Context: an optimization exercise on an open-source flow, tuned for small area. The choices shown serve that exercise and are no tape-out recipe. Function was checked by simulation only, so behaviour that the tests miss may differ from the original. Power and IR drop assume default switching activity.

Design ram, start of the top module:
module ram(
  input        CLK_I,
  input        RST_N_I,
  input        WR_EN_I,
  input  [7:0] WR_ADDR_I,
  input        RD_EN_I,
  input  [7:0] RD_ADDR_I,
  input  [7:0] DATA_IN_I,
  output [7:0] DATA_OUT_O
);
For scale: about 3700 cells after synthesis, about 2100 flip-flops, about 73000 sq um of cells after synthesis.
Settings: LEC_CHECK=0, CAP_MARGIN=20, CORE_MARGIN=2, CORE_UTILIZATION=50, CTS_BUF_LIST=sky130_fd_sc_hd__clkbuf_8, CTS_CLUSTER_DIAMETER=45, CTS_CLUSTER_SIZE=18, SLEW_MARGIN=20, SYNTH_HIERARCHICAL=1, SYNTH_MINIMUM_KEEP_SIZE=0; clock period 8.0 ns.
standard.sh (not shown) runs the stock make flow with config.mk's settings and CLKGATE_MAP_FILE= SYNTH_SCRIPT=/design/flow/synth_recipe.tcl, a recipe that flattens the netlist after the stock synthesis.
==> flow/flow/run.sh <==
#!/bin/bash
set -e -o pipefail
export CTS_ARGS="-sink_clustering_enable -repair_clock_nets -sink_clustering_size 18 -sink_clustering_max_diameter 45 -buf_list sky130_fd_sc_hd__clkbuf_8 -dont_use_dummy_load"
bash standard.sh > standard.log 2>&1
Then changed:
==> flow/flow/run.sh (replaced) <==
#!/bin/bash
set -e -o pipefail
export CTS_ARGS="-sink_clustering_enable -repair_clock_nets -sink_clustering_size 10 -sink_clustering_max_diameter 35 -buf_list sky130_fd_sc_hd__clkbuf_4 -dont_use_dummy_load"
export BUFFER_PORTS_ARGS="-buffer_cell sky130_fd_sc_hd__buf_1"
bash standard.sh > standard.log 2>&1
Settings changed: CAP_MARGIN 20 to 10, CTS_BUF_LIST sky130_fd_sc_hd__clkbuf_8 to sky130_fd_sc_hd__clkbuf_4, CTS_CLUSTER_DIAMETER 45 to 35, CTS_CLUSTER_SIZE 18 to 10, SLEW_MARGIN 20 to 10.
What happened:
- The new run completed without violations
- non-clock buffer count shrinks by 4
- final area shrinks by about 0.5%
- global-route usage shrinks by 0.22 points
- register-to-register slack improved by 20 ps
- flip-flop and latch count stays the same
- clock skew grows by 27 ps
- routed wire length shrinks by 0.82%
- core utilization shrinks by 0.28 points
- synthesized area does not change

---

## lane 1
ram again, from the RTL that the note above started with.
clock: 8.0 ns
lec_check: 0
cap_margin: 20
core_margin: 2
core_utilization: 60
cts_buf_list: sky130_fd_sc_hd__clkbuf_4
cts_cluster_diameter: 35
cts_cluster_size: 10
slew_margin: 20
synth_hierarchical: 1
synth_minimum_keep_size: 0
==> flow/flow/run.sh <==
#!/bin/bash
set -e -o pipefail
export CTS_ARGS="-sink_clustering_enable -repair_clock_nets -sink_clustering_size 10 -sink_clustering_max_diameter 35 -buf_list sky130_fd_sc_hd__clkbuf_4 -dont_use_dummy_load"
export BUFFER_PORTS_ARGS="-buffer_cell sky130_fd_sc_hd__buf_1"
bash standard.sh > standard.log 2>&1
Lane 1: flow completed, timing, DRC and antenna clean
The following lists how lane 2 was set up differently from lane 1:
Settings: CORE_UTILIZATION changed from 60 to 50.
### Flow results
Number of fillers in the final layout: lower on lane 1. Compared with lane 1, in lane 2 routed wire length moved up, areal power density over the cells increased about 0.43%, overall die area now larger.

---

## rev 12
Starting RTL as in the previous note.
export LEC_CHECK = 0
export CAP_MARGIN = 30
export CORE_MARGIN = 2
export CORE_UTILIZATION = 50
export CTS_BUF_LIST = sky130_fd_sc_hd__clkbuf_4
export CTS_CLUSTER_DIAMETER = 35
export CTS_CLUSTER_SIZE = 10
export SLEW_MARGIN = 30
export SYNTH_HIERARCHICAL = 1
export SYNTH_MINIMUM_KEEP_SIZE = 0
create_clock -name core_clock -period 8.0 [get_ports {CLK_I}]
Scripts as last shown in full above: flow/flow/run.sh
Rev 12 did not stop at any stage, and its layout met the timing, design-rule and antenna checks.
Inputs modified between rev 12 and rev 13:
Settings: CTS_CLUSTER_SIZE now 18, was 10; CTS_BUF_LIST now sky130_fd_sc_hd__clkbuf_8, was sky130_fd_sc_hd__clkbuf_4; CTS_CLUSTER_DIAMETER now 45, was 35.
==> flow/flow/run.sh <==
#!/bin/bash
set -e -o pipefail
cp standard.sh standard.sh.log.copy 2>/dev/null || true
export CTS_ARGS="-sink_clustering_enable -repair_clock_nets -sink_clustering_size 18 -sink_clustering_max_diameter 45 -buf_list sky130_fd_sc_hd__clkbuf_8 -dont_use_dummy_load"
bash standard.sh > standard.log 2>&1
The higher layout clock buffer count of rev 12 and rev 13 is in rev 12. NOTE: standard cell area after detailed placement in rev 13 exceeds that of rev 12. In rev 13 the global router's overall resource usage turned out 0.19 points higher than in rev 12. Summary of rev 13 over rev 12: combinational cell fraction of total power saw little to no change; met1 track demand over resource in global routing saw an increase; minimum clock period saw an increase. Rev 13 against rev 12: number of global-route vias before repair went down by 3.7%; share of final layout cell area taken by non-clock buffers went up by 0.46 points. Looking only at total power, and setting everything else aside, the higher value of rev 12 and rev 13 goes to rev 13. A master of the slowest instance on the critical path of sky130_fd_sc_hd__clkdlybuf4s50_1 is what rev 13 shows, while sky130_fd_sc_hd__nor4_2 belongs to rev 12. Summary of the comparison: wire length is higher in rev 13, relative to rev 12.

---

== the baseline ==
Starting RTL as in the previous note.
make LEC_CHECK=0 CAP_MARGIN=30 CORE_MARGIN=2 CORE_UTILIZATION=50 CTS_BUF_LIST=sky130_fd_sc_hd__clkbuf_8 CTS_CLUSTER_DIAMETER=45 CTS_CLUSTER_SIZE=18 SLEW_MARGIN=30 SYNTH_HIERARCHICAL=1 SYNTH_MINIMUM_KEEP_SIZE=0 finish   # period 8.0 ns
run.sh (not shown) runs the stock make flow with config.mk's settings and CLKGATE_MAP_FILE= SYNTH_SCRIPT=/design/flow/synth_recipe.tcl, a recipe that flattens the netlist after the stock synthesis.
Stock flow here: none of the scripts above is used.
The following lists how the candidate was set up differently from the baseline:
- CTS_CLUSTER_DIAMETER changed from 45 to 60
- CTS_BUF_LIST changed from sky130_fd_sc_hd__clkbuf_8 to sky130_fd_sc_hd__clkbuf_16
- CTS_CLUSTER_SIZE changed from 18 to 30
Core util | the candidate vs the baseline | the candidate higher
The candidate: clock buffer and inverter area fraction after layout is 0.58 points higher than what the baseline reported.
The run showing the smaller met3 demand-to-capacity share in global routing is the candidate.
Total power on the candidate is behind the baseline.
Summed area of non-filler cells in the final layout in the candidate is 0.58% above the baseline.
Setup slack: the candidate less than the baseline

## separate check: timing with driven ports
In the flow no input, the clock included, has a driving cell. The finished layouts below were timed again as built, in two steps.
Step 1 (the two cells are an assumption about what drives the block):
set clk [get_ports {CLK_I}]
set_driving_cell -lib_cell sky130_fd_sc_hd__clkbuf_16 $clk
set_driving_cell -lib_cell sky130_fd_sc_hd__buf_2 [delete_from_list [all_inputs] $clk]
Step 2 also shifts input and output timing later by t, the mid clock arrival at the registers, as if the neighbouring blocks saw the same clock.
a / b / c = ideal / step 1 / step 2; a / b = the first two.
| run | shift t [ns] | slack for setup (ns) | worst hold slack (ns) | worst register clock-pin slew, ns | pins driven straight from the clock port |
|---|---|---|---|---|---|
| the first run of note 1 | 0.972 | 2.880 / 2.922 / 1.950 | 0.620 / 0.620 / 0.620 | 0.11 / 0.11 | 1 |
| the second run of note 1 | 1.332 | 3.749 / 3.800 / 2.468 | 0.542 / 0.491 / 0.601 | 0.11 / 0.11 | 1 |
| lane 1 | 1.317 | 3.174 / 3.201 / 1.883 | 0.512 / 0.469 / 0.637 | 0.11 / 0.11 | 1 |
| lane 2 | 1.329 | 3.723 / 3.769 / 2.440 | 0.543 / 0.496 / 0.601 | 0.11 / 0.11 | 1 |
| rev 12 | 1.316 | 3.690 / 3.731 / 2.416 | 0.584 / 0.569 / 0.584 | 0.11 / 0.11 | 1 |
| rev 13 | 0.960 | 3.005 / 3.040 / 2.079 | 0.621 / 0.621 / 0.621 | 0.11 / 0.11 | 1 |
| the baseline | 1.012 | 3.083 / 3.119 / 2.107 | 0.633 / 0.633 / 0.633 | 0.11 / 0.11 | 1 |
| the candidate | 0.840 | 2.898 / 2.941 / 2.101 | 0.615 / 0.615 / 0.615 | 0.09 / 0.09 | 1 |
After both steps setup and hold are still met in every run listed. For lane 1, which loses most, drivers alone change the setup slack by +0.027 ns; drivers and shift together by -1.291 ns.
